Source: an optimization exercise on an open RTL-to-GDS flow (aim: small area and a short achievable clock period). Production flows keep margins and buffers that such runs may drop.
Only simulation tests tie the RTL to the original design; equivalence was not proved.
No activity file was given, so power comes from the tool's default toggle rates.

===== config.mk =====
export PLATFORM = sky130hd
export DESIGN_NAME = arm_exe
export DESIGN_NICKNAME = arm_exe
export VERILOG_FILES = /design/flow/design.v
export SDC_FILE = /design/flow/constraint.sdc
export NUM_CORES = 4
export LEC_CHECK = 0
export ABC_AREA = 1
export CAP_MARGIN = 20
export CORE_MARGIN = 2
export CORE_UTILIZATION = 50
export PLACE_DENSITY = 0.7
export SETUP_SLACK_MARGIN = 3.6
export SLEW_MARGIN = 20

===== constraint.sdc =====
create_clock -name core_clock -period 10.0 [get_ports {clk}]
set_input_delay 2.0000 -clock core_clock [delete_from_list [all_inputs] [get_ports {clk}]]
set_output_delay 2.0000 -clock core_clock [all_outputs]
set_load 0.01 [all_outputs]

===== design.v =====
module Val2gen (
    input         m,
    input         I,
    input  [31:0] Val_RM,
    input  [11:0] imm,
    input  [11:0] shift_operand,
    output [31:0] Val2
);
wire [4:0] n   = shift_operand[11:7];
wire [1:0] st  = shift_operand[6:5];
wire       t_lsl = (st == 2'b00);
wire       t_ror = (st == 2'b11);
wire       t_asr = (st == 2'b10);
wire       nm    = ~m;
wire       sh    = nm & ~I;
wire [30:0] hi;
wire [31:0] lo;
genvar i;
generate
    for (i = 0; i < 31; i = i + 1) begin : g_hi
        wire rs = (t_ror & Val_RM[i]) | (t_asr & Val_RM[31]) | (t_lsl & Val_RM[i+1]);
        if (i < 8)
            assign hi[i] = I ? imm[i] : rs;
        else
            assign hi[i] = ~I & rs;
    end
    for (i = 0; i < 32; i = i + 1) begin : g_lo
        if (i < 8)
            assign lo[i] = sh ? (~t_lsl & Val_RM[i]) : imm[i];
        else if (i < 12)
            assign lo[i] = sh ? (~t_lsl & Val_RM[i]) : (m & imm[i]);
        else if (i < 31)
            assign lo[i] = sh & ~t_lsl & Val_RM[i];
        else
            assign lo[i] = sh & (t_lsl ? Val_RM[0] : Val_RM[31]);
    end
endgenerate
wire [4:0] k = {5{nm}} & (I ? {imm[11:8], 1'b0} : (n ^ {5{t_lsl}}));
wire [62:0] s0 = {hi, lo};
wire [46:0] s4 = k[4] ? s0[62:16] : s0[46:0];
wire [38:0] s3 = k[3] ? s4[46:8]  : s4[38:0];
wire [34:0] s2 = k[2] ? s3[38:4]  : s3[34:0];
wire [32:0] s1 = k[1] ? s2[34:2]  : s2[32:0];
assign Val2    = k[0] ? s1[32:1]  : s1[31:0];
endmodule
module ALU (input [3:0] ALU_Comnd,
            input [31:0] Val1, Val2,
            input C,
            output [31:0] ALU_out,
            output [3:0] SR);
wire [3:0] cmd = ALU_Comnd;
wire add   = cmd == 4'b0010;
wire adc   = cmd == 4'b0011;
wire sub   = cmd == 4'b0100;
wire sbc   = cmd == 4'b0101;
wire arith = add | adc | sub | sbc;
wire neg   = sub | sbc;
wire pos   = add | adc;
wire cin   = ((adc | sbc) & C) | sub;
reg [3:0] t;
always @(*) begin
    case (cmd)
    4'b0001: t = 4'b1010;            
    4'b1001: t = 4'b0101;            
    4'b0010, 4'b0011,
    4'b1000: t = 4'b0110;            
    4'b0100, 4'b0101: t = 4'b1001;   
    4'b0110: t = 4'b1000;            
    4'b0111: t = 4'b1110;            
    default: t = 4'b0000;
    endcase
end
wire [31:0] A = Val1, B = Val2;
wire [31:0] X, g, k;
genvar i;
generate
    for (i = 0; i < 32; i = i + 1) begin : g_bit
        assign X[i] = t[{A[i], B[i]}];
        assign g[i] = A[i] & ((B[i] & pos) | (~B[i] & neg));
        assign k[i] = (A[i] & arith) | (B[i] & pos) | (~B[i] & neg);
    end
endgenerate
wire [32:0] c;       
prefix_carry #(.N(32), .TYPE(1)) pc (.g(g), .k(k), .cin(cin), .c(c));
assign ALU_out = X ^ c[31:0];
wire [31:0] zb = ~(X ^ {k[30:0], cin});
wire Z1 = &zb;
wire N1 = ALU_out[31];
wire C1 = c[32] ^ neg;
wire V1 = arith & ~(A[31] ^ B[31] ^ neg) & (A[31] ^ c[31]);
assign SR = {Z1, C1, N1, V1};
endmodule
module prefix_carry #(parameter N = 32, parameter TYPE = 1) (
    input  [N-1:0] g, k,
    input          cin,
    output [N:0]   c
);
localparam L = 5;    
localparam S = 2*L;
wire [N*(S+1)-1:0] G, K;
genvar s, i;
generate
    for (i = 0; i < N; i = i + 1) begin : g_l0
        if (i == 0) begin : g_c
            assign G[0] = g[0] | (k[0] & cin);
            assign K[0] = 1'b0;
        end else begin : g_n
            assign G[i] = g[i];
            assign K[i] = k[i];
        end
    end
    for (s = 1; s <= S; s = s + 1) begin : g_st
        for (i = 0; i < N; i = i + 1) begin : g_b
            localparam integer J =
                (TYPE == 0) ? ((s <= L && i >= (1 << (s-1))) ? i - (1 << (s-1)) : -1) :
                (TYPE == 1) ? ((s <= L && ((i >> (s-1)) & 1)) ? ((i >> (s-1)) << (s-1)) - 1 : -1) :
                (TYPE == 2) ? ((s <= L) ? ((((i + 1) % (1 << s)) == 0) ? i - (1 << (s-1)) : -1)
                                        : ((s < S && ((i + 1) % (1 << (S-s))) == (1 << (S-s-1)) && i >= (1 << (S-s)))
                                              ? i - (1 << (S-s-1)) : -1)) :
                      ((s <= L) ? (((i % 2) == 1 && i >= (1 << (s-1))) ? i - (1 << (s-1)) : -1)
                            : ((s == L+1 && (i % 2) == 0 && i > 0) ? i - 1 : -1));
            if (J >= 0) begin : g_op
                assign G[s*N+i] = G[(s-1)*N+i] | (K[(s-1)*N+i] & G[(s-1)*N+J]);
                assign K[s*N+i] = K[(s-1)*N+i] & K[(s-1)*N+J];
            end else begin : g_pass
                assign G[s*N+i] = G[(s-1)*N+i];
                assign K[s*N+i] = K[(s-1)*N+i];
            end
        end
    end
endgenerate
assign c = {G[S*N +: N], cin};
endmodule
module EXE_stage(
                input [31:0] PC,
                input MEM_R_EN,
                input MEM_W_EN,
                input [3:0] EXE_CMD,
                input S,
                input I,
                input [31:0] Val_RN,
                input [31:0] Val_RM,
                input [11:0] imm,
                input [11:0] shift_operand,
                input signed [23:0] signed_immed_24,
                input [3:0] status,
                output wire [31:0] BranchAddr,
                output [3:0] status_out,
                output wire [31:0] ALU_out
                );
wire [31:0] Val2;
            Val2gen val2gen_instance (
                                      .m(MEM_R_EN|MEM_W_EN),
                                      .I(I),
                                      .Val_RM(Val_RM),
                                      .imm(imm),
                                      .shift_operand(shift_operand),
                                      .Val2(Val2)
                                     );
wire [24:0] ba_lo = {1'b0, PC[25:2]} + {1'b0, signed_immed_24};
wire        ba_c  = ba_lo[24];
wire        ba_s  = signed_immed_24[23];
wire [5:0]  ba_h  = PC[31:26];
wire [5:0]  ba_hi;
genvar j;
generate
    for (j = 0; j < 6; j = j + 1) begin : g_hi
        wire ones  = (j == 0) ? 1'b1 : &ba_h[(j == 0 ? 0 : j-1):0];
        wire zeros = (j == 0) ? 1'b1 : ~|ba_h[(j == 0 ? 0 : j-1):0];
        assign ba_hi[j] = ba_h[j] ^ ((ba_c & ~ba_s & ones) | (~ba_c & ba_s & zeros));
    end
endgenerate
assign BranchAddr = {ba_hi, ba_lo[23:0], PC[1:0]};
            ALU alu_instance(
                             .ALU_Comnd(EXE_CMD),
                             .Val1(Val_RN),
                             .Val2(Val2),
                             .C(status[2]),
                             .ALU_out(ALU_out),
                             .SR(status_out)
                            );
endmodule
module arm_exe (
    input             clk,
    input             rst,
    input      [31:0] PC,
    input             MEM_R_EN,
    input             MEM_W_EN,
    input      [3:0]  EXE_CMD,
    input             I,
    input      [31:0] Val_RN,
    input      [31:0] Val_RM,
    input      [11:0] imm,
    input      [11:0] shift_operand,
    input      [23:0] signed_immed_24,
    input      [3:0]  status,
    output reg [31:0] BranchAddr,
    output reg [3:0]  status_out,
    output reg [31:0] ALU_out
);
wire [31:0] branch_w, alu_w;
wire [3:0]  status_w;
EXE_stage exe (
    .PC(PC), .MEM_R_EN(MEM_R_EN), .MEM_W_EN(MEM_W_EN), .EXE_CMD(EXE_CMD),
    .S(1'b0), .I(I), .Val_RN(Val_RN), .Val_RM(Val_RM), .imm(imm),
    .shift_operand(shift_operand), .signed_immed_24(signed_immed_24),
    .status(status), .BranchAddr(branch_w), .status_out(status_w),
    .ALU_out(alu_w)
);
always @(posedge clk or posedge rst) begin
    if (rst) begin
        BranchAddr <= 32'b0;
        status_out <= 4'b0;
        ALU_out    <= 32'b0;
    end else begin
        BranchAddr <= branch_w;
        status_out <= status_w;
        ALU_out    <= alu_w;
    end
end
endmodule

===== flow/run.sh =====
#!/bin/bash
# Own layout flow: the standard ORFS flow (standard.sh) with these changes:
#  - synthesis maps with the ABC script in flow/abc.script (map with a
#    3.5 ns delay target and area recovery, in place of ORFS's own scripts),
#  - the port buffers that global placement inserts are buf_1 cells,
#  - clock tree synthesis uses small buffers and no dummy loads.
# Everything else (synthesis script, floorplan, power grid, tap cells,
# placement, CTS, routing) is the standard flow. Each tool's output goes
# to the ORFS logs under orfs/logs; make's own output to flow_make.log.
set -euo pipefail
W=$(pwd)
rm -rf "$W/own_scripts"
cp -r "$FLOW_HOME/scripts" "$W/own_scripts"
cp "$W/flow/abc.script" "$W/own_scripts/abc_area.script"
export SCRIPTS_DIR="$W/own_scripts"
export BUFFER_PORTS_ARGS="-buffer_cell sky130_fd_sc_hd__buf_1"
# clock tree of clkbuf_4 and clkbuf_8 cells, and
# no dummy loads
export CTS_ARGS="-sink_clustering_enable -repair_clock_nets -buf_list \"sky130_fd_sc_hd__clkbuf_4 sky130_fd_sc_hd__clkbuf_8\" -dont_use_dummy_load"
bash "$W/standard.sh" > "$W/flow_make.log" 2>&1

===== flow/abc.script =====
strash
dch
map -D 3500
buffer -c
upsize -c
dnsize -c

===== standard.sh =====
#!/bin/bash
# synth_recipe.tcl (not shown) runs the flow's synth.tcl, then flattens the netlist and writes it again
# the make line also repeats each setting of config.mk as NAME=value (left out here)
make -C /OpenROAD-flow-scripts/flow DESIGN_CONFIG=/design/flow/config.mk WORK_HOME=/design/flow/orfs CLKGATE_MAP_FILE= SYNTH_SCRIPT=/design/flow/synth_recipe.tcl "${@:-finish}"

==> results.toml, run 1 <==
[run_status]
outcome = "finished clean"

[global_route]
grt_usage_pct = 30.3
first_global_vias = 9419
antenna_found_initial = 0
grt_pass1_wl_microns = 45500
grt_overflow = 0
grt_max_degree = 68

[cts]
root_buffer = "clkbuf_8"
cts_buffers = 9
clockBufferDepth = 2
cts_tree = "built"
htree_levels = 3
clock-sinks = 67
clkTransAtPathRegs_ps = 70

[detailed_routing]
drc = 0
drtIter0Drc = 932
antenna_left = 0
wire_per_inst_microns = 15.9
avgViaCountPerCell = 5.66
vias = 10388
dr.pass1.iters = 8
routed_wl_microns = 29200

[pwr]
powerDensity_nw_per_um2 = 113
total_power_mw = 1.13
leakagePower_nw = 4.51
peakVddDrop_uv = 63.1

[logic_synthesis]
syn_avg_cell_area_sq_um = 6.23
ys_seq_elements = 67
yosys_warnings = 2
synth_cell_types = 61
syn-num-nets = 1612
seq_area_frac_synth_pct = 18.9
syn-instance-count = 1428
syn_area_sq_um = 8890
synth_top_flop_cell = "dfrtp_1"
async_flop_share_pct = 100
synth_edf_count = 0

[timing]
max-slew-margin-rel_pct = 37.7
setup_ws_ps = 3950
hold_viol = 0
holdWs_ps = 1730
rsz0062_at_grt = "no"
worst_slew_pin_slew_ps = 911
slew_viol_final = 0
finalSetupViolCount = 0
timing.fmax_ghz = 0.165
tns_ps = 0
fin_crit_sh_pct = 60.5
fin_crit_ps = 6050

[finish]
antenna_cells = 0
nets = 1796
final_util_pct = 57.6
drive_above_1_share_pct = 9.01
area_delta_synth_final_pct = 12.5
final_cells = 1835
fin_area_sq_um = 10000
nFillCells = 1772

[placed_design]
dp_cells = 1813
place.port_buffers = 216
dpl-instance-area_sq_um = 9690
dpl_worst_slack_ps = 2190
hpwl_microns = 22500
place_congestion = 0.962

[critical_path]
criticalPathCategory = "in -> reg"
cp_data_arrival_time_ps = 6290
worstSetupStartpointType = "input pin"
cp_max_fo = 27
end_kind = "register"
cp.required_ps = 10240

[floorplanning]
die_y_microns = 137
std_cell_rows = 48
ioPinCount = 225
core-area_sq_um = 17400
die-area_sq_um = 18900
start_util_pct = 51.2
dieWidth_microns = 137

[flow_run]
maxCapViolCount = 0

[hold_path]
hold_class = "in -> reg"
## cells by family (layout without fill, tap and decap cells)
| group | after synthesis | after routing | synth area share [%] |
|---|---|---|---|
| compound gates | 503 | 504 | 33.1 |
| simple gates | 522 | 524 | 24.2 |
| buf+inv | 219 | 398 | 10.8 |
| mux | 1 | 1 | 0.127 |
| xor+xnor | 88 | 88 | 8.88 |
| flops | 67 | 67 | 18.9 |
| fa+ha+maj | 28 | 28 | 4.01 |
## layout by cell type, fill, tap and decap left out, types with 3 or more instances in the layout
cell type and n:
o211ai_1 15, o21ai_0 123, nand2_1 336, o22ai_1 6, o21ai_2 31, o221ai_1 4
a21oi_2 5, nor3_1 5, nand2_2 5, nor2_2 4, o21ai_1 118, nand3_1 21
nand4_1 5, inv_2 30, dfrtp_1 67, buf_4 19, inv_1 112, a21oi_1 124
ha_1 26, clkbuf_8 9, clkinvlp_4 3, nor3_2 4, nor2_4 3, nor2_1 118
a211oi_1 8, o31ai_1 5, clkinv_1 3, nor4_1 7, o21a_1 3, o21bai_1 4
xor2_1 60, or2_1 7, buf_1 213, xnor2_1 27, a31oi_1 18, a22oi_1 22
## per-layer routing
metal	share of wire [%]	GRT usage [%]	wire [microns]
met3	9.5	5.59	2770
met4	2.0	8.59	587
met2	45	51.1	13300
met1	43	39.6	12600
met5	0	0	0
## state kept, by name, indices dropped and copies added, names as in the netlist
register and flops:
BranchAddr 32, status_out 4, ALU_out 31
## final timing paths
| kind | depth (start not counted) | end | startpoint |
|---|---|---|---|
| max in group asynchronous | 3 | ALU_out[3] | rst |
| hold / removal | 1 | BranchAddr[1] | PC[1] |
| setup / recovery | 26 | status_out[0] | shift_operand[6] |
| min in group asynchronous | 3 | BranchAddr[1] | rst |
## synth_stat cells, types with 7 or more instances
library cell	instances	share of area (%)
o21ai_2	30	3.0
a21oi_1	125	7.0
o21ai_0	123	6.9
inv_2	31	1.3
o21ai_1	119	6.7
o211ai_1	15	1.3
xor2_1	60	5.9
nand2_1	336	14
or2_1	8	0.56
nand3_1	21	1.2
nor4_1	7	0.49
clkbuf_1	21	0.89
xnor2_1	27	2.7
nor2_1	120	5.1
buf_6	7	0.89
ha_1	26	3.7
a211oi_1	8	0.68
a31oi_1	19	1.3
inv_1	116	4.9
buf_2	22	1.2
buf_4	16	1.4
dfrtp_1	67	19
a22oi_1	22	1.9
## critical path, cell delays in order
cell,delay (ps)
clkbuf_2,170
nor2_8,300
xnor2_4,120
nand2_2,180
nand2_2,340
or2_1,330
o21ai_1,130
inv_2,40
o21ai_1,180
nand2_1,100
a31oi_1,260
nand2_1,100
o21ai_2,120
nand2_1,70
o21ai_1,100
o21ai_1,130
o21ai_0,310
o2111ai_1,170
nand2_1,170
inv_2,80
nor3_2,120
or2_4,220
nand4_1,180
nand2_2,130
xor2_1,180
nor3_2,50
## what timing repair did
action,4_1_cts,5_1_grt
setup buffers,3,5
hold buffers,0,0
pin swaps,2,3
endpoints found under the setup margin,30,22
resized for setup,11,22
cloned,4,1
## area by class of cell
| class | count | area (sq um) | area share [%] |
|---|---|---|---|
| timing repair buffer | 236 | 983 | 9.83 |
| clock buffer | 9 | 124 | 1.24 |
| tap | 225 | 282 | 2.81 |
| inverter | 151 | 592 | 5.92 |
| sequential | 67 | 1680 | 16.8 |
| timing repair inverter | 2 | 12.5 | 0.125 |
| multi-input combinational | 1145 | 6330 | 63.3 |
## report_power, final
| part | internal, mW | switching, mW | total (mW) | leakage, nW |
|---|---|---|---|---|
| clock | 0.0803 | 0.102 | 0.182 | 0.0647 |
| sequential | 0.324 | 0.0149 | 0.339 | 0.801 |
| combinational | 0.200 | 0.405 | 0.605 | 3.65 |
| total | 0.604 | 0.522 | 1.13 | 4.51 |
==> inputs of run 2 (changes only) <==
--- a/config.mk
+++ b/config.mk
@@ -9,6 +9,7 @@
 export CAP_MARGIN = 20
 export CORE_MARGIN = 2
 export CORE_UTILIZATION = 50
+export GPL_TIMING_DRIVEN = 0
 export PLACE_DENSITY = 0.7
-export SETUP_SLACK_MARGIN = 3.6
+export SETUP_SLACK_MARGIN = 3.8
 export SLEW_MARGIN = 20
==> results.toml, run 2 <==
[run_status]
outcome = "finished clean"

[finish]
antenna_cells = 0
nFillCells = 1832
regMostFlops = "BranchAddr"
nets = 1840
mostFrequentLayoutCells = "336 x nand2_1, 216 x buf_1, 124 x a21oi_1, 121 x o21ai_0"
area_delta_synth_final_pct = 15.0
largest_reg_flops = 32
reg.largest.list = "BranchAddr: 32 flops, ALU_out: 31 flops, status_out: 4 flops"
fin_area_sq_um = 10200
drive_above_1_share_pct = 10.3
final_common_cell = "nand2_1"

[logic_synthesis]
ys_top_cells_by_count = "336 x nand2_1, 125 x a21oi_1, 123 x o21ai_0, 120 x nor2_1, 119 x o21ai_1"
async_flop_share_pct = 100
post-synth-top-count-cell = "nand2_1"
syn-instance-count = 1428
synth_edf_count = 0
synth_cell_types = 61
yosysTopAreaCellShare_pct = 18.9
synth_top_cell_by_area = "dfrtp_1"
yosys_warnings = 2
syn_avg_cell_area_sq_um = 6.23
synth_top_flop_cell = "dfrtp_1"
ys_top_cells_by_area = "dfrtp_1 19%, nand2_1 14%, a21oi_1 7.0%, o21ai_0 6.9%, o21ai_1 6.7%"
ys_seq_elements = 67
syn-num-nets = 1612
syn_area_sq_um = 8890
seq_area_frac_synth_pct = 18.9

[pwr]
total_power_mw = 1.15
switching_share_pct = 46.6
clkPwrFrac_pct = 16.1
leakagePower_nw = 4.69
powerDensity_nw_per_um2 = 112
p_switching_mw = 0.534
comb_power_share_pct = 54.3
seq_power_share_pct = 29.6
peakVddDrop_uv = 78.4
intPower_mw = 0.612

[floorplanning]
die_y_microns = 137
die-area_sq_um = 18900
std_cell_rows = 48
core-area_sq_um = 17400
ioPinCount = 225
start_util_pct = 51.2
dieWidth_microns = 137

[timing]
timing.fmax_ghz = 0.166
max-slew-margin-rel_pct = 29.2
fin_crit_sh_pct = 60.4
slew_viol_final = 0
finalSetupViolCount = 0
fin_crit_ps = 6040
worst_slew_pin_slew_ps = 1050
hold_viol = 0
rsz0062_at_grt = "yes"
tns_ps = 0

[global_route]
antenna_found_initial = 1
grt_max_degree = 56
grt_overflow = 0
first_global_vias = 9560
grt_usage_pct = 32.8
grt_pass1_wl_microns = 48300

[critical_path]
cp_data_arrival_time_ps = 6340
worstSetupStartpointType = "input pin"
end_kind = "register"
criticalPathCategory = "in -> reg"
cp_max_fo = 10
cp.required_ps = 10300

[detailed_routing]
drtIter0Drc = 1007
dr.pass1.iters = 6
routed_wl_microns = 31200
avgViaCountPerCell = 5.66
wire_per_inst_microns = 16.6
drc = 0
vias = 10639
antenna_left = 0

[cts]
root_buffer = "clkbuf_8"
cts_buffers = 9
clkTransAtPathRegs_ps = 90
clock-sinks = 67
htree_levels = 3
clockBufferDepth = 2
hold_buffers = 0
cts_tree = "built"

[placed_design]
hpwl_microns = 25400
dpl-instance-area_sq_um = 10000
place.port_buffers = 215
place_congestion = 0.998

[hold_path]
hold_class = "in -> async"

[flow_run]
maxCapViolCount = 0
run 2: cell counts after synthesis:
No cell type changed its count.
run 2: metal layers:
layer  global-route usage, %  wire [microns]  up-vias
li1                        -               -     5260
met1                    44.7           13600     4824
met2                    53.3           13900      504
met3                    6.29            3080       51
met4                    8.36             635        0
met5                       0               0        -
run 2: worst paths after layout:
check	startpoint	to	slack, ps	depth (start not counted)
max	EXE_CMD[3]	status_out[3]	3960	16
max in group asynchronous	rst	status_out[0]	7920	3
min	rst	BranchAddr[0]	1550	2
min in group core_clock	PC[1]	BranchAddr[1]	1750	1
run 2: critical path: stages:
cell and delay, ps:
buf_1 240, nor2_1 100, inv_1 60, nor2_1 80, clkbuf_1 260, clkbuf_1 350
buf_2 310, a31oi_1 530, clkinv_1 610, clkbuf_2 400, o21ai_0 200, o21ai_0 190
xnor2_1 230, nor4_1 460, nand4_1 150, nor2_1 160
run 2: cell families after synthesis:
group	count (synthesis)	synth area share [%]
AND/OR/NAND/NOR	522	24.2
AO/OA/AOI/OAI	503	33.1
buffers and inverters	219	10.8
XOR/XNOR	88	8.88
flip-flops	67	18.9
adder cells (fa/ha/maj)	28	4.01
multiplexers	1	0.127
run 2: repair_timing:
item / in CTS / in global routing
buffers inserted: 0 / 1
endpoints found under the setup margin: 0 / 12
resized for setup: 0 / 28
run 2: area by class of cell:
| class | instances | area [sq um] | area share, % |
|---|---|---|---|
| buffer | 68 | 407 | 3.98 |
| clock buffer | 9 | 124 | 1.21 |
| inverter | 151 | 572 | 5.59 |
| multi-input combinational | 1142 | 6320 | 61.8 |
| sequential | 67 | 1680 | 16.4 |
| tap | 225 | 282 | 2.75 |
| timing repair buffer | 217 | 843 | 8.24 |
run 2: power by group through the flow:
stage | combinational (mW) | sequential (mW) | clock, mW
after floorplan | 0.386 | 0.373 | 0
after global placement | 0.597 | 0.343 | 0
after detailed placement | 0.605 | 0.344 | 0
after CTS | 0.608 | 0.339 | 0.191
after global routing | 0.692 | 0.345 | 0.199
final | 0.623 | 0.339 | 0.185
run 2: stage by stage:
step	util, %	hold WS [ps]	instances	setup WS (ps)
after floorplan	-	2030	1428	4610
after global placement	57.5	2100	1868	3660
after detailed placement	57.7	1930	1869	3620
after CTS	58.4	1540	1878	3990
after global routing	58.9	1560	1879	3760
final	58.9	1550	1879	3960
==> inputs of run 3 (changes only) <==
==> flow/abc.script (replaced) <==
strash
dch -f
map -D 3500
buffer -c
upsize -c
dnsize -c
--- a/config.mk
+++ b/config.mk
@@ -9,7 +9,6 @@
 export CAP_MARGIN = 20
 export CORE_MARGIN = 2
 export CORE_UTILIZATION = 50
-export GPL_TIMING_DRIVEN = 0
 export PLACE_DENSITY = 0.7
 export SETUP_SLACK_MARGIN = 3.8
 export SLEW_MARGIN = 20
==> results.toml, run 3 <==
[timing]
max-slew-margin-rel_pct = 43.8
fin_crit_ps = 5920
fin_crit_sh_pct = 59.2
slew_viol_final = 0
holdWs_ps = 1710
setup_ws_ps = 4080
hold_viol = 0
finalSetupViolCount = 0
tns_ps = 0
rsz0062_at_grt = "no"
worst_slew_pin_slew_ps = 842
timing.fmax_ghz = 0.169

[finish]
antenna_cells = 0
final_cells = 1867
largest_reg_flops = 32
reg.largest.list = "BranchAddr: 32 flops, ALU_out: 31 flops, status_out: 4 flops"
mostFrequentLayoutCells = "333 x nand2_1, 213 x buf_1, 137 x o21ai_0, 133 x inv_1, 128 x a21oi_1"
regMostFlops = "BranchAddr"
nets = 1824
area_delta_synth_final_pct = 14.9
drive_above_1_share_pct = 11.0
final_common_cell = "nand2_1"

[logic_synthesis]
yosysTopAreaCellShare_pct = 18.5
ys_top_cells_by_area = "dfrtp_1 19%, nand2_1 14%, o21ai_0 7.8%, a21oi_1 7.3%, xor2_1 6.2%"
ys_top_cells_by_count = "334 x nand2_1, 141 x o21ai_0, 136 x inv_1, 133 x a21oi_1, 112 x nor2_1"
yosys_warnings = 2
async_flop_share_pct = 100
syn-num-nets = 1626
synth_edf_count = 0
ys_seq_elements = 67
synth_top_flop_cell = "dfrtp_1"
syn-instance-count = 1442
synth_cell_types = 68
post-synth-top-count-cell = "nand2_1"
synth_top_cell_by_area = "dfrtp_1"
seq_area_frac_synth_pct = 18.5
syn_area_sq_um = 9060
syn_avg_cell_area_sq_um = 6.28

[critical_path]
cp_data_arrival_time_ps = 6190
cp.required_ps = 10270
crit_path_max_incr_delay_ps = 300
path_common_cell = "nand2_1"
cp_max_fo = 12
worstSetupStartpointType = "input pin"
slowest_stage = "o21ai_1"
criticalPathCategory = "in -> reg"
end_kind = "register"
cp-startpoint = "shift_operand[6]"

[cts]
root_buffer = "clkbuf_8"
cts_tree = "built"
hold_buffers = 0
clock-sinks = 67
clockBufferDepth = 2
cts_buffers = 9
htree_levels = 3
clkTransAtPathRegs_ps = 90

[pwr]
powerDensity_nw_per_um2 = 109
peakVddDrop_uv = 63.2
total_power_mw = 1.14
leakagePower_nw = 4.48

[hold_path]
min_from = "PC[0]"
holdPathEnd = "BranchAddr[0]"
hold_depth = 1
hold_class = "in -> reg"

[detailed_routing]
antenna_left = 0
avgViaCountPerCell = 5.55
drtIter0Drc = 896
wire_per_inst_microns = 15.2
routed_wl_microns = 28300
dr.pass1.iters = 10
drc = 0
vias = 10360

[floorplanning]
die_y_microns = 139
die-area_sq_um = 19200
ioPinCount = 225
std_cell_rows = 49
core-area_sq_um = 17800
start_util_pct = 50.8
dieWidth_microns = 139

[global_route]
first_global_vias = 9263
grt_overflow = 0
antenna_found_initial = 1
grt_pass1_wl_microns = 44800
grt_usage_pct = 28.1
grt_max_degree = 68

[placed_design]
dpl_worst_slack_ps = 2340
place.port_buffers = 216
place_congestion = 0.914
hpwl_microns = 20900
dp_cells = 1834

[flow_run]
maxCapViolCount = 0

[run_status]
outcome = "finished clean"
## run 3: cell types whose count changed after synthesis, sizes merged, moves of 5 or more
| cell | change |
|---|---|
| a21oi | +11 |
| a221oi | +6 |
| a22oi | -7 |
| a31oi | -11 |
| clkinv | +7 |
| inv | +19 |
| nand2 | -5 |
| o211ai | +8 |
| o21ai | -20 |
| o221ai | +5 |
| xor2 | +5 |
## run 3: what timing repair did
action,in CTS,in global routing
setup endpoints to repair,31,23
resized for setup,15,35
gates cloned,4,4
pin swaps,3,7
buffers inserted,3,13
## run 3: critical path, delay by kind of cell
kind            cells  cell delay [ps]
compound gates     10             1520
xor+xnor            1              260
buf+inv             7              920
simple gates       15             1470
## run 3: where the power goes
| group | switching [mW] | internal (mW) | total (mW) |
|---|---|---|---|
| combinational | 0.390 | 0.208 | 0.598 |
| clock | 0.112 | 0.0806 | 0.192 |
| sequential | 0.0178 | 0.328 | 0.345 |
## run 3: final cells by class
class	count	area (sq um)
Inverter	177	697
Timing Repair inverter	2	12.5
Tap cell	229	287
Multi-Input combinational cell	1136	6480
Clock buffer	9	124
Sequential cell	67	1680
Timing Repair Buffer	247	1130
Fill cell	1813	7430
## run 3: per-layer routing
metal / vias up / wire length [microns] / global-route usage [%]
met5: - / 0 / 0
met4: 0 / 624 / 7.57
met3: 63 / 2360 / 4.04
met2: 468 / 13500 / 49.8
met1: 4603 / 11800 / 35.8
li1: 5226 / - / -
## run 3: how the worst max path moves through the flow
stage	slack, ps	endpoint	depth (start not counted)
after CTS	3810	ALU_out[26]	29
final	4080	ALU_out[21]	33
after floorplan	4580	status_out[1]	28
after global placement	2430	ALU_out[24]	29
after global routing	3810	status_out[2]	33
after detailed placement	2340	ALU_out[21]	30
## run 3: cells by family after synthesis
kind of cell	synth area share, %
AOI/OAI and AO/OA	33.0
xor gates and xnor gates	9.16
adders and majority gates	4.03
buffers and inverters	11.3
DFF	18.5
muxes	0.525
and+or+nand+nor	23.5
## run 3: through the flow
stage / utilization (%) / cell area, sq um
final: 58.3 / 10400
after global routing: 58.3 / 10400
after CTS: 56.7 / 10100
after detailed placement: 55.5 / 9910
after global placement: 55.5 / 9910
after floorplan: - / 9060
==> inputs of run 4 (changes only) <==
==> flow/abc.script (replaced) <==
strash
dch
map -D 3500
buffer -c
upsize -c
dnsize -c
==> results.toml, run 4 <==
[logic_synthesis]
syn-num-nets = 1612
seq_area_frac_synth_pct = 18.9
async_flop_share_pct = 100
syn_avg_cell_area_sq_um = 6.23
yosysTopAreaCellShare_pct = 18.9
syn_area_sq_um = 8890
syn-instance-count = 1428
ys_top_cells_by_area = "dfrtp_1 19%, nand2_1 14%, a21oi_1 7.0%, o21ai_0 6.9%, o21ai_1 6.7%"
ys_top_cells_by_count = "336 x nand2_1, 125 x a21oi_1, 123 x o21ai_0, 120 x nor2_1, 119 x o21ai_1"
ys_seq_elements = 67
yosys_warnings = 2
synth_cell_types = 61
synth_edf_count = 0
synth_top_cell_by_area = "dfrtp_1"
post-synth-top-count-cell = "nand2_1"
synth_top_flop_cell = "dfrtp_1"

[flow_run]
maxCapViolCount = 0

[timing]
timing.fmax_ghz = 0.169
setup_ws_ps = 4090
slew_viol_final = 0
max-slew-margin-rel_pct = 36.1
tns_ps = 0
hold_viol = 0
rsz0062_at_grt = "no"
fin_crit_ps = 5910
worst_slew_pin_slew_ps = 953
finalSetupViolCount = 0
fin_crit_sh_pct = 59.1

[detailed_routing]
drc = 0
avgViaCountPerCell = 5.68
antenna_left = 0
wire_per_inst_microns = 16.0
dr.pass1.iters = 6
drtIter0Drc = 1123
routed_wl_microns = 29500
vias = 10451

[floorplanning]
core-area_sq_um = 17400
ioPinCount = 225
dieWidth_microns = 137
start_util_pct = 51.2
die_y_microns = 137
std_cell_rows = 48
die-area_sq_um = 18900

[cts]
htree_levels = 3
clkTransAtPathRegs_ps = 70
root_buffer = "clkbuf_8"
cts_tree = "built"
clock-sinks = 67
clockBufferDepth = 2
cts_buffers = 9

[finish]
largest_reg_flops = 32
area_delta_synth_final_pct = 13.6
drive_above_1_share_pct = 9.60
antenna_cells = 0
regMostFlops = "BranchAddr"
nets = 1800
reg.largest.list = "BranchAddr: 32 flops, ALU_out: 31 flops, status_out: 4 flops"
final_common_cell = "nand2_1"
mostFrequentLayoutCells = "336 x nand2_1, 213 x buf_1, 124 x a21oi_1, 122 x o21ai_0, 118 x nor2_1"

[placed_design]
place_congestion = 0.962
place.port_buffers = 216
dpl_worst_slack_ps = 2190
hpwl_microns = 22500

[critical_path]
cp_max_fo = 17
criticalPathCategory = "in -> reg"
cp_data_arrival_time_ps = 6150
worstSetupStartpointType = "input pin"
end_kind = "register"
cp.required_ps = 10240

[hold_path]
hold_class = "in -> reg"

[global_route]
gr-usage-met2_pct = 51.0
grt_max_degree = 68
first_global_vias = 9431
grt_pass1_wl_microns = 45600
grt_overflow = 0
grt_usage_pct = 30.4
antenna_found_initial = 0
gr-usage-met1_pct = 39.9
grt-busiest-layer = "met2"
use_met3_pct = 5.41

[pwr]
switching_share_pct = 46.4
seq_power_share_pct = 30.0
p_switching_mw = 0.524
leakagePower_nw = 4.55
clkPwrFrac_pct = 16.0
intPower_mw = 0.606
comb_power_share_pct = 54.1
peakVddDrop_uv = 63.1
powerDensity_nw_per_um2 = 112

[run_status]
outcome = "finished clean"
run 4: logic make-up (layout without fill, tap and decap cells):
family,count (synthesis),in the layout,share of synthesized area (%)
flops,67,67,18.9
buf+inv,219,400,10.8
xor+xnor,88,88,8.88
compound gates,503,504,33.1
mux,1,1,0.127
simple gates,522,526,24.2
fa+ha+maj,28,28,4.01
run 4: area by class of cell:
cell class                 instances  area, sq um
clock buffer                       9          124
fill                            1759         7250
inverter                         151          604
multi-input combinational       1147         6400
sequential                        67         1680
tap                              225          282
timing repair buffer             238          998
timing repair inverter             2         12.5
run 4: path summary, 6_finish.rpt:
| path | to | from | cells past startpoint |
|---|---|---|---|
| min in group asynchronous | BranchAddr[1] | rst | 3 |
| max | status_out[0] | shift_operand[6] | 24 |
| min | BranchAddr[1] | PC[1] | 1 |
| max in group asynchronous | status_out[0] | rst | 3 |
run 4: worst max-delay path, cell delays in order:
cell and delay, ps:
clkbuf_2 210, nor2_8 290, xor2_1 570, o21ai_4 290
clkinvlp_4 130, buf_4 140, buf_4 120, nor2_1 40
a31oi_1 220, nand2_1 100, o21ai_2 110, nand2_1 70
o21ai_1 110, o21ai_1 130, o21ai_0 310, o2111ai_1 170
nand2_1 170, inv_2 80, nor3_2 110, or2_4 220
nand4_1 180, nand2_2 140, xor2_1 180, nor3_2 50
run 4: power groups by stage:
stage               Combinational, mW  Clock (mW)  Sequential (mW)
global placement                0.577           0            0.343
CTS                             0.593       0.187            0.339
global route                    0.681       0.197            0.345
floorplan                       0.386           0            0.373
finish                          0.611       0.180            0.339
detailed placement              0.585           0            0.344
run 4: metrics by stage:
| step | total power [mW] | hold slack, ps | cells | utilization [%] | instance area, sq um |
|---|---|---|---|---|---|
| 6_report | 1.13 | 1730 | 1839 | 58.2 | 10100 |
| 5_1_grt | 1.22 | 1720 | 1839 | 58.2 | 10100 |
| 4_1_cts | 1.12 | 1720 | 1829 | 57.1 | 9900 |
| 3_5_place_dp | 0.929 | 2100 | 1813 | 55.8 | 9690 |
| 3_3_place_gp | 0.919 | 2100 | 1813 | 55.8 | 9690 |
| 2_1_floorplan | 0.759 | 2030 | 1428 | - | 8890 |
run 4: per-layer routing:
metal	part of all wire [%]	up-vias
met5	0	-
met4	2.3	0
met3	9.2	60
met2	45	503
met1	43	4706
li1	-	5182
run 4: timing repair:
action | in CTS | in global routing
buffers inserted | 3 | 7
endpoints found under the setup margin | 31 | 24
gates cloned | 4 | 3
hold buffers | 0 | 0
resized for setup | 16 | 34
pin swaps | 2 | 5
==> inputs of run 5 (changes only) <==
==> flow/abc.script (replaced) <==
strash
dch
map -D 3500
upsize -c
dnsize -c
==> results.toml, run 5 <==
[global_route]
antenna_found_initial = 0
grt_usage_pct = 30.8
grt_pass1_wl_microns = 44600
first_global_vias = 9048
grt_overflow = 0
grt_max_degree = 68

[logic_synthesis]
synth_top_flop_cell = "dfrtp_1"
ys_seq_elements = 67
ys_top_cells_by_area = "dfrtp_1 20%, nand2_1 15%, o21ai_0 11%, a21oi_1 7.7%, xor2_1 6.2%"
synth_edf_count = 0
synth_top_cell_by_area = "dfrtp_1"
syn_avg_cell_area_sq_um = 6.21
yosysTopAreaCellShare_pct = 19.8
ys_top_cells_by_count = "340 x nand2_1, 189 x o21ai_0, 130 x a21oi_1, 123 x nor2_1, 107 x clkinv_1"
synth_cell_types = 54
syn-instance-count = 1361
syn-num-nets = 1545
yosys_warnings = 2
syn_area_sq_um = 8450
post-synth-top-count-cell = "nand2_1"
seq_area_frac_synth_pct = 19.8
async_flop_share_pct = 100

[flow_run]
maxCapViolCount = 0

[placed_design]
place.port_buffers = 216
place_congestion = 0.970
hpwl_microns = 21300
dpl-instance-area_sq_um = 9610

[critical_path]
end_kind = "register"
crit_path_max_incr_delay_ps = 320
cp_max_fo = 36
cp.required_ps = 10240
worstSetupStartpointType = "input pin"
criticalPathCategory = "in -> reg"
cp_data_arrival_time_ps = 6250
path_common_cell = "nand2_1"
slowest_stage = "a221oi_1"

[timing]
finalSetupViolCount = 0
holdWs_ps = 1760
hold_viol = 0
max-slew-margin-rel_pct = 27.2
worst_slew_pin_slew_ps = 1080
fin_crit_ps = 6020
tns_ps = 0
rsz0062_at_grt = "yes"
slew_viol_final = 0
fin_crit_sh_pct = 60.2
timing.fmax_ghz = 0.166

[pwr]
leakagePower_nw = 4.21
powerDensity_nw_per_um2 = 111
peakVddDrop_uv = 67.0

[finish]
register_area_sq_um = 1680
reg.largest.list = "BranchAddr: 32 flops, ALU_out: 31 flops, status_out: 4 flops"
multi_input_area_sq_um = 6450
largest_reg_flops = 32
fin_area_sq_um = 10200
antenna_cells = 0
final_common_cell = "nand2_1"
drive_above_1_share_pct = 10.3
mostFrequentLayoutCells = "338 x nand2_1, 214 x buf_1, 171 x o21ai_0, 123 x a21oi_1, 117 x nor2_1"
area_delta_synth_final_pct = 20.5
nFillCells = 1644
regMostFlops = "BranchAddr"
nets = 1800

[detailed_routing]
wire_per_inst_microns = 15.7
drtIter0Drc = 858
drc = 0
avgViaCountPerCell = 5.64
vias = 10336
routed_wl_microns = 28800
dr.pass1.iters = 5
antenna_left = 0

[run_status]
outcome = "finished clean"

[cts]
cts_tree = "built"
clock-sinks = 67
clkTransAtPathRegs_ps = 70
clockBufferDepth = 2
cts_buffers = 9
root_buffer = "clkbuf_8"
hold_buffers = 0
htree_levels = 3

[floorplanning]
core-area_sq_um = 16500
dieWidth_microns = 134
ioPinCount = 225
die-area_sq_um = 18000
die_y_microns = 134
std_cell_rows = 47
start_util_pct = 51.1

[hold_path]
holdPathEnd = "BranchAddr[0]"
hold_depth = 1
min_from = "PC[0]"
hold_class = "in -> reg"
[run 5: worst max-delay path by stage]
stage | startpoint | slack (ps) | to | depth (start not counted)
CTS | MEM_W_EN | 3810 | status_out[0] | 27
finish | I | 3980 | status_out[0] | 29
floorplan | shift_operand[6] | 4170 | status_out[0] | 24
detailed placement | shift_operand[5] | 2870 | status_out[0] | 25
global route | I | 3660 | status_out[0] | 29
global placement | shift_operand[5] | 2970 | status_out[2] | 29
[run 5: layer usage]
metal  global-route usage, %  up-vias  share of wire [%]
li1                        -     5192                  -
met1                    40.3     4580                 42
met2                    53.1      504                 47
met3                    5.03       60                9.2
met4                    7.33        0                2.2
met5                       0        -                  0
[run 5: final cells by class]
cell class                      instances  share of cell area, %
Inverter                              151                   6.13
Clock buffer                            9                   1.22
Multi-Input combinational cell       1147                   63.3
Sequential cell                        67                   16.5
Tap cell                              220                   2.70
Timing Repair Buffer                  240                   10.1
[run 5: logic make-up after synthesis]
kind of cell,count (synthesis),share of synthesized area (%)
AND/OR/NAND/NOR,522,25.4
flip-flops,67,19.8
XOR/XNOR,88,9.12
AO/OA/AOI/OAI,503,34.1
buffers and inverters,152,7.20
multiplexers,1,0.133
adder cells (fa/ha/maj),28,4.22
[run 5: stage by stage]
stage          util, %  instances  power, mW  setup slack (ps)
2_1_floorplan        -       1361      0.737              4170
3_3_place_gp      58.1       1805      0.913              2970
3_5_place_dp      58.1       1805      0.920              2870
4_1_cts           59.2       1818       1.10              3810
5_1_grt           61.6       1834       1.22              3660
6_report          61.6       1834       1.13              3980
[run 5: where the power goes]
group | internal [mW] | switching, mW | leakage (nW)
Sequential | 0.324 | 0.0160 | 0.801
Clock | 0.0800 | 0.0969 | 0.0647
Combinational | 0.204 | 0.409 | 3.34
Total | 0.608 | 0.522 | 4.21
[run 5: worst max-delay path, delay by kind of cell]
family | cells | cell delay [ps]
compound gates | 10 | 2010
xor+xnor | 1 | 190
buf+inv | 7 | 820
simple gates | 11 | 1190
[run 5: repair_timing]
action | 4_1_cts | 5_1_grt
resized for setup | 8 | 79
endpoints found under the setup margin | 24 | 30
cloned | 2 | 3
pin swaps | 3 | 12
setup buffers | 2 | 13
==> inputs of run 6 (changes only) <==
==> flow/abc.script (replaced) <==
strash
dch
map -D 3750
buffer -c
upsize -c
dnsize -c
==> results.toml, run 6 <==
[run_status]
outcome = "finished clean"

[pwr]
p_switching_mw = 0.517
comb_power_share_pct = 54.5
powerDensity_nw_per_um2 = 111
seq_power_share_pct = 30.0
peakVddDrop_uv = 62.9
intPower_mw = 0.609
clkPwrFrac_pct = 15.5
leakagePower_nw = 4.61
switching_share_pct = 45.9
total_power_mw = 1.13

[cts]
clockBufferDepth = 2
cts_buffers = 9
htree_levels = 3
clock-sinks = 67
hold_buffers = 0
clkTransAtPathRegs_ps = 60
cts_tree = "built"
root_buffer = "clkbuf_8"

[logic_synthesis]
ys_seq_elements = 67
synth_top_cell_by_area = "dfrtp_1"
syn-num-nets = 1607
ys_top_cells_by_count = "333 x nand2_1, 133 x o21ai_0, 126 x a21oi_1, 123 x nor2_1, 118 x inv_1"
async_flop_share_pct = 100
ys_top_cells_by_area = "dfrtp_1 19%, nand2_1 14%, o21ai_0 7.5%, a21oi_1 7.1%, o21ai_1 6.2%"
syn-instance-count = 1423
synth_cell_types = 63
seq_area_frac_synth_pct = 19.0
yosysTopAreaCellShare_pct = 19.0
synth_top_flop_cell = "dfrtp_1"
syn_area_sq_um = 8820
yosys_warnings = 2
syn_avg_cell_area_sq_um = 6.20
synth_edf_count = 0
post-synth-top-count-cell = "nand2_1"

[hold_path]
hold_class = "in -> reg"

[finish]
area_delta_synth_final_pct = 15.4
largest_reg_flops = 32
final_common_cell = "nand2_1"
final_util_pct = 58.9
mostFrequentLayoutCells = "331 x nand2_1, 214 x buf_1, 129 x o21ai_0, 125 x a21oi_1, 118 x nor2_1"
regMostFlops = "BranchAddr"
nets = 1803
reg.largest.list = "BranchAddr: 32 flops, ALU_out: 31 flops, status_out: 4 flops"
drive_above_1_share_pct = 9.34
fin_area_sq_um = 10200
final_cells = 1842
antenna_cells = 0

[timing]
worst_slew_pin_slew_ps = 985
slew_viol_final = 0
fin_crit_ps = 5960
hold_viol = 0
finalSetupViolCount = 0
max-slew-margin-rel_pct = 34.3
timing.fmax_ghz = 0.168
rsz0062_at_grt = "yes"
fin_crit_sh_pct = 59.6
tns_ps = 0

[global_route]
grt_pass1_wl_microns = 45300
first_global_vias = 9185
grt_max_degree = 68
grt_overflow = 0
antenna_found_initial = 0
grt_usage_pct = 30.4

[placed_design]
hpwl_microns = 22200
dp_cells = 1811
place_congestion = 0.953
dpl-instance-area_sq_um = 9660
place.port_buffers = 216

[critical_path]
crit_path_max_incr_delay_ps = 250
cp.required_ps = 10200
criticalPathCategory = "in -> reg"
worstSetupStartpointType = "input pin"
cp_max_fo = 25
slowest_stage = "o21ai_2"
cp_data_arrival_time_ps = 6160
end_kind = "register"

[detailed_routing]
drtIter0Drc = 1127
avgViaCountPerCell = 5.68
wire_per_inst_microns = 16.0
antenna_left = 0
drc = 0
vias = 10455
routed_wl_microns = 29500
dr.pass1.iters = 6

[floorplanning]
die_y_microns = 137
core-area_sq_um = 17300
start_util_pct = 51.0
die-area_sq_um = 18700
dieWidth_microns = 137
std_cell_rows = 48
ioPinCount = 225

[flow_run]
maxCapViolCount = 0
-- run 6: path summary, 6_finish.rpt --
kind	start	end	slack [ps]	cells past startpoint
max in group asynchronous	rst	ALU_out[26]	7520	3
worst max-delay path	I	ALU_out[28]	4040	32
min in group asynchronous	rst	BranchAddr[10]	1850	3
worst min-delay path	PC[0]	BranchAddr[0]	1750	1
-- run 6: power by group through the flow --
stage          sequential, mW  clock [mW]  combinational, mW
2_1_floorplan           0.373           0              0.381
6_report                0.338       0.174              0.613
4_1_cts                 0.338       0.180              0.587
3_5_place_dp            0.344           0              0.582
3_3_place_gp            0.342           0              0.575
5_1_grt                 0.344       0.190              0.683
-- run 6: worst max-delay path: cells and delay by family --
family | cells | cell delay (ps)
compound gates | 11 | 1830
xor+xnor | 1 | 90
buf+inv | 8 | 930
simple gates | 12 | 1280
-- run 6: layout make-up --
cell class                      count  area (sq um)
Timing Repair Buffer              248          1120
Multi-Input combinational cell   1143          6380
Inverter                          150           607
Tap cell                          225           282
Clock buffer                        9           124
Sequential cell                    67          1680
Fill cell                        1759          7110
-- run 6: kinds of logic after synthesis --
family | count (synthesis) | synth area share, %
fa+ha+maj | 28 | 4.03
compound gates | 503 | 33.4
mux | 2 | 0.241
xor+xnor | 88 | 8.91
simple gates | 518 | 23.8
flops | 67 | 19.0
buf+inv | 217 | 10.6
-- run 6: per-layer routing --
metal	vias to the layer above	share of wire, %	track usage (%)
met4	0	3.0	9.16
li1	5198	-	-
met1	4648	43	40.7
met5	-	0	0
met3	83	9.5	5.93
met2	526	45	49.6
-- run 6: what timing repair did --
item,CTS,global route
pin swaps,1,8
buffers inserted,3,13
cloned,1,5
gates resized for setup,6,47
endpoints found under the setup margin,30,30
-- run 6: per-stage QoR --
| stage | worst slack [ps] | hold WS [ps] |
|---|---|---|
| after floorplan | 4610 | 2030 |
| after global placement | 2550 | 2100 |
| after detailed placement | 2490 | 2100 |
| after CTS | 3770 | 1730 |
| after global routing | 3730 | 1730 |
| final | 4040 | 1750 |
==> inputs of run 7 (changes only) <==
==> flow/abc.script (replaced) <==
strash
dch
map -D 3500
buffer -c
upsize -c
dnsize -c
--- a/config.mk
+++ b/config.mk
@@ -12,3 +12,4 @@
 export PLACE_DENSITY = 0.7
 export SETUP_SLACK_MARGIN = 3.8
 export SLEW_MARGIN = 20
+export TNS_END_PERCENT = 10
==> results.toml, run 7 <==
[timing]
timing.fmax_ghz = 0.169
finalSetupViolCount = 0
setup_ws_ps = 4090
tns_ps = 0
max-slew-margin-rel_pct = 36.1
hold_viol = 0
slew_viol_final = 0
worst_slew_pin_slew_ps = 953
rsz0062_at_grt = "no"
fin_crit_ps = 5910
fin_crit_sh_pct = 59.1

[floorplanning]
die_y_microns = 137
std_cell_rows = 48
die-area_sq_um = 18900
ioPinCount = 225
start_util_pct = 51.2
dieWidth_microns = 137
core-area_sq_um = 17400

[logic_synthesis]
syn-num-nets = 1612
syn_area_sq_um = 8890
synth_top_cell_by_area = "dfrtp_1"
syn-instance-count = 1428
yosysTopAreaCellShare_pct = 18.9
yosys_warnings = 2
async_flop_share_pct = 100
post-synth-top-count-cell = "nand2_1"
seq_area_frac_synth_pct = 18.9
ys_top_cells_by_count = "336 x nand2_1, 125 x a21oi_1, 123 x o21ai_0, 120 x nor2_1, 119 x o21ai_1"
synth_top_flop_cell = "dfrtp_1"
synth_cell_types = 61
syn_avg_cell_area_sq_um = 6.23
ys_top_cells_by_area = "dfrtp_1 19%, nand2_1 14%, a21oi_1 7.0%, o21ai_0 6.9%, o21ai_1 6.7%"
ys_seq_elements = 67
synth_edf_count = 0

[detailed_routing]
avgViaCountPerCell = 5.68
dr.pass1.iters = 6
drc = 0
wire_per_inst_microns = 16.0
antenna_left = 0
routed_wl_microns = 29500
drtIter0Drc = 1123
vias = 10451

[global_route]
grt_usage_pct = 30.4
antenna_found_initial = 0
grt_max_degree = 68
grt_overflow = 0
grt_pass1_wl_microns = 45600
first_global_vias = 9431

[critical_path]
criticalPathCategory = "in -> reg"
crit_path_max_incr_delay_ps = 570
path_cells = "clkbuf_2 -> nor2_8 -> xor2_1 -> o21ai_4 -> clkinvlp_4 -> buf_4 -> buf_4 -> nor2_1 -> a31oi_1 -> nand2_1 -> o21ai_2 -> nand2_1 -> o21ai_1 -> o21ai_1 -> o21ai_0 -> o2111ai_1 -> nand2_1 -> inv_2 -> nor3_2 -> or2_4 -> nand4_1 -> nand2_2 -> xor2_1 -> nor3_2"
worstSetupStartpointType = "input pin"
slowest_stage = "xor2_1"
cp_data_arrival_time_ps = 6150
cp.required_ps = 10240
cp-startpoint = "shift_operand[6]"
cp_max_fo = 17
end_kind = "register"
endpoint = "status_out[0]"
path_common_cell = "nand2_1"

[cts]
clock-sinks = 67
root_buffer = "clkbuf_8"
clkTransAtPathRegs_ps = 70
clockBufferDepth = 2
cts_tree = "built"
htree_levels = 3
hold_buffers = 0
cts_buffers = 9

[finish]
regMostFlops = "BranchAddr"
largest_reg_flops = 32
register_area_sq_um = 1680
multi_input_area_sq_um = 6400
mostFrequentLayoutCells = "336 x nand2_1, 213 x buf_1, 124 x a21oi_1, 122 x o21ai_0, 118 x nor2_1"
final_common_cell = "nand2_1"
antenna_cells = 0
drive_above_1_share_pct = 9.60
nets = 1800
area_delta_synth_final_pct = 13.6
nFillCells = 1759
reg.largest.list = "BranchAddr: 32 flops, ALU_out: 31 flops, status_out: 4 flops"

[placed_design]
place.port_buffers = 216
dpl_worst_slack_ps = 2190
place_congestion = 0.962
hpwl_microns = 22500

[flow_run]
maxCapViolCount = 0

[pwr]
powerDensity_nw_per_um2 = 112
leakagePower_nw = 4.55
peakVddDrop_uv = 63.1

[run_status]
outcome = "finished clean"

[hold_path]
hold_class = "in -> reg"
## run 7: cell types whose count changed after synthesis, moves of 3 or more
cell     delta
a31oi_1     -3
a31oi_2     -3
buf_6       +3
inv_2       +3
nand2_1     +3
nand2_2     +3
nand3_1     -3
nor2_1      -3
o21ai_0    -10
o21ai_1     +9
o21ai_2     +7
or2_1       +6
## run 7: cells by family after synthesis
| kind of cell | Yosys count | synth area share [%] |
|---|---|---|
| flip-flops | 67 | 18.9 |
| multiplexers | 1 | 0.127 |
| XOR/XNOR | 88 | 8.88 |
| buffers and inverters | 219 | 10.8 |
| AND/OR/NAND/NOR | 522 | 24.2 |
| adder cells (fa/ha/maj) | 28 | 4.01 |
| AO/OA/AOI/OAI | 503 | 33.1 |
## run 7: critical path, delay by kind of cell
family | cells | cell delay, ps
AO/OA/AOI/OAI | 7 | 1340
buffers and inverters | 5 | 680
XOR/XNOR | 2 | 750
AND/OR/NAND/NOR | 10 | 1370
## run 7: worst min path at each step
stage               endpoint  slack (ps)  start  depth (start not counted)
2_1_floorplan  BranchAddr[0]        2030  PC[0]                          0
6_report       BranchAddr[1]        1730  PC[1]                          1
4_1_cts        BranchAddr[1]        1720  PC[1]                          1
3_3_place_gp   BranchAddr[1]        2100  PC[1]                          1
3_5_place_dp   BranchAddr[1]        2100  PC[1]                          1
5_1_grt        BranchAddr[1]        1720  PC[1]                          1
## run 7: layer usage
layer	wire length [microns]	vias to the layer above	track usage (%)	share of wire, %
met5	0	-	0	0
met4	668	0	8.88	2.3
met3	2730	60	5.41	9.2
met2	13300	503	51.0	45
met1	12800	4706	39.9	43
li1	-	5182	-	-
## run 7: metrics by stage
stage	area, sq um	util, %	total power [mW]	hold WS, ps	std cells
detailed placement	9690	55.8	0.929	2100	1813
CTS	9900	57.1	1.12	1720	1829
finish	10100	58.2	1.13	1730	1839
floorplan	8890	-	0.759	2030	1428
global route	10100	58.2	1.22	1720	1839
global placement	9690	55.8	0.919	2100	1813
## run 7: where the power goes
group | total, mW | switching [mW] | internal, mW
clock | 0.180 | 0.100 | 0.0802
combinational | 0.611 | 0.409 | 0.202
sequential | 0.339 | 0.0148 | 0.324
total | 1.13 | 0.524 | 0.606
## run 7: area by class of cell
| class | instances | share of cell area (%) |
|---|---|---|
| multi-input cells | 1147 | 63.4 |
| flip-flops and latches | 67 | 16.6 |
| repair buffers | 238 | 9.88 |
| inverters | 151 | 5.98 |
| well taps | 225 | 2.79 |
| clock buffers | 9 | 1.23 |
| repair inverters | 2 | 0.124 |
## run 7: what timing repair did
action / in CTS / in global routing
resized for setup: 16 / 34
gates cloned: 4 / 3
hold endpoints to repair: 0 / 0
setup buffers: 3 / 7
pin swaps: 2 / 5
setup endpoints to repair: 31 / 24
==> inputs of run 8 (changes only) <==
--- a/config.mk
+++ b/config.mk
@@ -12,4 +12,4 @@
 export PLACE_DENSITY = 0.7
 export SETUP_SLACK_MARGIN = 3.8
 export SLEW_MARGIN = 20
-export TNS_END_PERCENT = 10
+export TNS_END_PERCENT = 40
==> results.toml, run 8 <==
[run_status]
outcome = "finished clean"

[critical_path]
cp_max_fo = 17
end_kind = "register"
path_common_cell = "nand2_1"
cp_top_family = "simple AND/OR/NAND/NOR gates"
slowest_stage = "xor2_1"
crit_path_max_incr_delay_ps = 570
worstSetupStartpointType = "input pin"
criticalPathCategory = "in -> reg"
path_cells = "clkbuf_2 -> nor2_8 -> xor2_1 -> o21ai_4 -> clkinvlp_4 -> buf_4 -> buf_4 -> nor2_1 -> a31oi_1 -> nand2_1 -> o21ai_2 -> nand2_1 -> o21ai_1 -> o21ai_1 -> o21ai_0 -> o2111ai_1 -> nand2_1 -> inv_2 -> nor3_2 -> or2_4 -> nand4_1 -> nand2_2 -> xor2_1 -> nor3_2"
cp.required_ps = 10240
worst-path-buf-inv = 5
cp_data_arrival_time_ps = 6150

[floorplanning]
die_y_microns = 137
die-area_sq_um = 18900
start_util_pct = 51.2
dieWidth_microns = 137
std_cell_rows = 48
core-area_sq_um = 17400
ioPinCount = 225

[detailed_routing]
vias = 10451
avgViaCountPerCell = 5.68
drtIter0Drc = 1123
drc = 0
routed_wl_microns = 29500
dr.pass1.iters = 6
wire_per_inst_microns = 16.0
antenna_left = 0

[pwr]
intPower_mw = 0.606
leakagePower_nw = 4.55
p_switching_mw = 0.524
comb_power_share_pct = 54.1
peakVddDrop_uv = 63.1
clkPwrFrac_pct = 16.0
switching_share_pct = 46.4
powerDensity_nw_per_um2 = 112
seq_power_share_pct = 30.0

[logic_synthesis]
yosys_warnings = 2
synth_cell_types = 61
synth_edf_count = 0
post-synth-top-count-cell = "nand2_1"
ys_top_cells_by_count = "336 x nand2_1, 125 x a21oi_1, 123 x o21ai_0, 120 x nor2_1, 119 x o21ai_1"
synth_top_cell_by_area = "dfrtp_1"
ys_seq_elements = 67
syn_area_sq_um = 8890
seq_area_frac_synth_pct = 18.9
syn_avg_cell_area_sq_um = 6.23
syn-num-nets = 1612
ys_top_cells_by_area = "dfrtp_1 19%, nand2_1 14%, a21oi_1 7.0%, o21ai_0 6.9%, o21ai_1 6.7%"
async_flop_share_pct = 100
synth_top_flop_cell = "dfrtp_1"
yosysTopAreaCellShare_pct = 18.9
syn-instance-count = 1428

[placed_design]
hpwl_microns = 22500
place.port_buffers = 216
place_congestion = 0.962

[timing]
fin_crit_ps = 5910
slew_viol_final = 0
worst_slew_pin_slew_ps = 953
fin_crit_sh_pct = 59.1
tns_ps = 0
hold_viol = 0
holdWs_ps = 1730
finalSetupViolCount = 0
rsz0062_at_grt = "no"
timing.fmax_ghz = 0.169
max-slew-margin-rel_pct = 36.1

[finish]
antenna_cells = 0
regMostFlops = "BranchAddr"
reg.largest.list = "BranchAddr: 32 flops, ALU_out: 31 flops, status_out: 4 flops"
mostFrequentLayoutCells = "336 x nand2_1, 213 x buf_1, 124 x a21oi_1, 122 x o21ai_0, 118 x nor2_1"
drive_above_1_share_pct = 9.60
largest_reg_flops = 32
nets = 1800
area_delta_synth_final_pct = 13.6
final_common_cell = "nand2_1"

[hold_path]
hold_class = "in -> reg"

[global_route]
first_global_vias = 9431
antenna_found_initial = 0
grt_usage_pct = 30.4
grt_max_degree = 68
grt_pass1_wl_microns = 45600
grt_overflow = 0

[cts]
clockBufferDepth = 2
clkTransAtPathRegs_ps = 70
root_buffer = "clkbuf_8"
clock-sinks = 67
cts_buffers = 9
cts_tree = "built"
htree_levels = 3

[flow_run]
maxCapViolCount = 0
[run 8: layout make-up]
cell class / instances / area (sq um)
clock buffer: 9 / 124
fill: 1759 / 7250
inverter: 151 / 604
multi-input combinational: 1147 / 6400
sequential: 67 / 1680
tap: 225 / 282
timing repair buffer: 238 / 998
timing repair inverter: 2 / 12.5
[run 8: final timing paths]
path                                   from             to  depth (start not counted)
min                                   PC[1]  BranchAddr[1]                          1
min in group asynchronous               rst  BranchAddr[1]                          3
max in group asynchronous               rst  status_out[0]                          3
max                        shift_operand[6]  status_out[0]                         24
[run 8: repair_timing]
item	4_1_cts	5_1_grt
endpoints found under the setup margin	31	24
pin swaps	2	5
gates cloned	4	3
gates resized for setup	16	34
buffers inserted	3	7
hold buffers	0	0
[run 8: stage by stage]
step / power (mW) / utilization, % / setup WS (ps) / area [sq um] / std cells
3_3_place_gp: 0.919 / 55.8 / 2270 / 9690 / 1813
3_5_place_dp: 0.929 / 55.8 / 2190 / 9690 / 1813
6_report: 1.13 / 58.2 / 4090 / 10100 / 1839
4_1_cts: 1.12 / 57.1 / 3880 / 9900 / 1829
5_1_grt: 1.22 / 58.2 / 3780 / 10100 / 1839
2_1_floorplan: 0.759 / - / 4610 / 8890 / 1428
[run 8: power by group through the flow]
| stage | logic [mW] | registers (mW) | clock network (mW) |
|---|---|---|---|
| global route | 0.681 | 0.345 | 0.197 |
| CTS | 0.593 | 0.339 | 0.187 |
| floorplan | 0.386 | 0.373 | 0 |
| finish | 0.611 | 0.339 | 0.180 |
| detailed placement | 0.585 | 0.344 | 0 |
| global placement | 0.577 | 0.343 | 0 |
[run 8: kinds of logic (layout without fill, tap and decap cells)]
logic type / Yosys count / in the layout / synth area share, %
muxes: 1 / 1 / 0.127
buffers and inverters: 219 / 400 / 10.8
AOI/OAI and AO/OA: 503 / 504 / 33.1
DFF: 67 / 67 / 18.9
xor gates and xnor gates: 88 / 88 / 8.88
and+or+nand+nor: 522 / 526 / 24.2
adders and majority gates: 28 / 28 / 4.01
[run 8: metal layers]
layer / vias up / GRT usage [%] / wire [microns]
li1: 5182 / - / -
met1: 4706 / 39.9 / 12800
met2: 503 / 51.0 / 13300
met3: 60 / 5.41 / 2730
met4: 0 / 8.88 / 668
met5: - / 0 / 0
==> inputs of run 9 (changes only) <==
--- a/config.mk
+++ b/config.mk
@@ -10,6 +10,5 @@
 export CORE_MARGIN = 2
 export CORE_UTILIZATION = 50
 export PLACE_DENSITY = 0.7
-export SETUP_SLACK_MARGIN = 3.8
+export SETUP_SLACK_MARGIN = 3.9
 export SLEW_MARGIN = 20
-export TNS_END_PERCENT = 40
==> results.toml, run 9 <==
[finish]
mostFrequentLayoutCells = "336 x nand2_1, 213 x buf_1, 123 x a21oi_1, 120 x o21ai_0, 117 x nor2_1"
final_common_cell = "nand2_1"
antenna_cells = 0
register_area_sq_um = 1680
regMostFlops = "BranchAddr"
reg.largest.list = "BranchAddr: 32 flops, ALU_out: 31 flops, status_out: 4 flops"
multi_input_area_sq_um = 6460
nFillCells = 1734
largest_reg_flops = 32
nets = 1807
drive_above_1_share_pct = 10.4
area_delta_synth_final_pct = 14.8

[cts]
root_buffer = "clkbuf_8"
cts_buffers = 9
hold_buffers = 0
cts_tree = "built"
clockBufferDepth = 2
clock-sinks = 67
clkTransAtPathRegs_ps = 90
htree_levels = 3

[critical_path]
slowest_stage = "a2111oi_0"
worstSetupStartpointType = "input pin"
cp.required_ps = 10300
cp_data_arrival_time_ps = 6230
end_kind = "register"
crit_path_max_incr_delay_ps = 720
cp_top_family = "compound AO/OA/AOI/OAI gates"
criticalPathCategory = "in -> reg"
worst-path-buf-inv = 5
cp_max_fo = 22
path_cells = "buf_1 -> nor2_1 -> inv_1 -> nor2_2 -> buf_4 -> a31oi_1 -> buf_4 -> clkinv_1 -> a211oi_1 -> a21oi_1 -> a22oi_1 -> o211ai_1 -> a2111oi_0 -> nand4_1 -> nor2_1"

[logic_synthesis]
syn_avg_cell_area_sq_um = 6.23
ys_top_cells_by_count = "336 x nand2_1, 125 x a21oi_1, 123 x o21ai_0, 120 x nor2_1, 119 x o21ai_1"
post-synth-top-count-cell = "nand2_1"
syn-num-nets = 1612
seq_area_frac_synth_pct = 18.9
synth_top_flop_cell = "dfrtp_1"
ys_top_cells_by_area = "dfrtp_1 19%, nand2_1 14%, a21oi_1 7.0%, o21ai_0 6.9%, o21ai_1 6.7%"
synth_cell_types = 61
yosys_warnings = 2
syn_area_sq_um = 8890
ys_seq_elements = 67
synth_edf_count = 0
yosysTopAreaCellShare_pct = 18.9
synth_top_cell_by_area = "dfrtp_1"
async_flop_share_pct = 100
syn-instance-count = 1428

[timing]
rsz0062_at_grt = "yes"
worst_slew_pin_slew_ps = 971
finalSetupViolCount = 0
max-slew-margin-rel_pct = 34.9
fin_crit_sh_pct = 59.3
hold_viol = 0
slew_viol_final = 0
timing.fmax_ghz = 0.169
fin_crit_ps = 5930
holdWs_ps = 1730
tns_ps = 0
setup_ws_ps = 4070

[flow_run]
maxCapViolCount = 0

[hold_path]
hold_class = "in -> reg"

[floorplanning]
die-area_sq_um = 18900
core-area_sq_um = 17400
ioPinCount = 225
dieWidth_microns = 137
die_y_microns = 137
std_cell_rows = 48
start_util_pct = 51.2

[placed_design]
hpwl_microns = 22500
place_congestion = 0.962
place.port_buffers = 216
dpl_worst_slack_ps = 2190

[global_route]
grt-busiest-layer = "met2"
gr-usage-met1_pct = 39.9
antenna_found_initial = 0
grt_pass1_wl_microns = 45600
first_global_vias = 9431
grt_max_degree = 68
use_met3_pct = 5.41
grt_overflow = 0
gr-usage-met2_pct = 51.0
grt_usage_pct = 30.4

[pwr]
powerDensity_nw_per_um2 = 111
leakagePower_nw = 4.59
peakVddDrop_uv = 62.9
total_power_mw = 1.14

[detailed_routing]
wire_per_inst_microns = 16.1
drc = 0
routed_wl_microns = 29600
vias = 10457
dr.pass1.iters = 8
antenna_left = 0
avgViaCountPerCell = 5.66
drtIter0Drc = 1031

[run_status]
outcome = "finished clean"
==> run 9: cell counts after synthesis <==
Identical to the previous run, type by type.
==> run 9: cells by family after synthesis <==
family | count (synthesis) | synth area share [%]
flops | 67 | 18.9
simple gates | 522 | 24.2
fa+ha+maj | 28 | 4.01
mux | 1 | 0.127
compound gates | 503 | 33.1
buf+inv | 219 | 10.8
xor+xnor | 88 | 8.88
==> run 9: cell type report <==
| cell class | instances | share of cell area [%] |
|---|---|---|
| tap | 225 | 2.76 |
| clock buffer | 9 | 1.21 |
| multi-input combinational | 1147 | 63.3 |
| timing repair inverter | 2 | 0.123 |
| timing repair buffer | 245 | 10.3 |
| inverter | 151 | 5.92 |
| sequential | 67 | 16.4 |
==> run 9: path summary, 6_finish.rpt <==
| kind | depth (start not counted) | endpoint | from | slack, ps |
|---|---|---|---|---|
| min in group asynchronous | 3 | BranchAddr[1] | rst | 1840 |
| max in group asynchronous | 3 | status_out[0] | rst | 7570 |
| setup / recovery | 15 | status_out[3] | EXE_CMD[3] | 4070 |
| hold / removal | 1 | BranchAddr[1] | PC[1] | 1730 |
==> run 9: report_power, final <==
group	leakage, nW	total (mW)	internal (mW)	switching [mW]
clock	0.0647	0.180	0.0802	0.100
sequential	0.801	0.339	0.324	0.0149
combinational	3.73	0.619	0.206	0.413
total	4.59	1.14	0.610	0.528
==> run 9: timing repair <==
action,4_1_cts,5_1_grt
pin swaps,2,6
hold endpoints to repair,0,0
cloned,4,3
setup endpoints to repair,32,26
setup buffers,3,14
gates resized for setup,16,47
==> run 9: layer usage <==
layer / vias up / wire, microns
li1: 5197 / -
met3: 62 / 2980
met1: 4668 / 12600
met2: 530 / 13500
met4: 0 / 638
met5: - / 0
==> run 9: per-stage QoR <==
stage	utilization, %	cells	cell area (sq um)
global route	58.8	1846	10200
finish	58.8	1846	10200
detailed placement	55.8	1813	9690
floorplan	-	1428	8890
global placement	55.8	1813	9690
CTS	57.1	1829	9900

[what the ideal ports hide]
How much do the figures lean on ideal ports? The routed layouts below were timed once more, with nothing changed but the port constraints. Step 1: set_driving_cell puts a clkbuf_16 on clk and a buf_2 on each other input, an assumption about the parent block. Step 2, shift: input delay + t, output delay - t, t = (earliest + latest rising clock arrival at the registers) / 2. This alone moves slack from input paths to output paths. Slacks: ideal / step 1 / step 2; pairs: ideal / step 1.
| run | t (ns) | slack for setup (ns) | worst hold slack (ns) | worst setup path at the end | latest minus earliest clock arrival (ns) |
|---|---|---|---|---|---|
| run 1 | 0.403 | 3.949 / 3.962 / 3.559 | 1.735 / 1.716 / 2.119 | input to register | 0.038 / 0.038 |
| run 2 | 0.398 | 3.959 / 3.950 / 3.552 | 1.549 / 1.527 / 1.926 | input to register | 0.031 / 0.031 |
| run 3 | 0.401 | 4.084 / 4.102 / 3.701 | 1.714 / 1.700 / 2.101 | input to register | 0.028 / 0.029 |
| run 4 | 0.404 | 4.092 / 4.104 / 3.700 | 1.733 / 1.714 / 2.118 | input to register | 0.038 / 0.037 |
| run 5 | 0.396 | 3.983 / 3.994 / 3.598 | 1.756 / 1.740 / 2.137 | input to register | 0.033 / 0.033 |
| run 6 | 0.385 | 4.040 / 4.051 / 3.667 | 1.752 / 1.741 / 2.126 | input to register | 0.017 / 0.017 |
| run 7 | 0.404 | 4.092 / 4.104 / 3.700 | 1.733 / 1.714 / 2.118 | input to register | 0.038 / 0.037 |
| run 8 | 0.404 | 4.092 / 4.104 / 3.700 | 1.733 / 1.714 / 2.118 | input to register | 0.038 / 0.037 |
| run 9 | 0.404 | 4.067 / 4.078 / 3.674 | 1.731 / 1.714 / 2.118 | input to register | 0.037 / 0.037 |
After both steps every run listed still meets setup and hold. The setup slack of run 2, which loses most, moves by -0.009 ns with the drivers and by -0.407 ns with both steps.
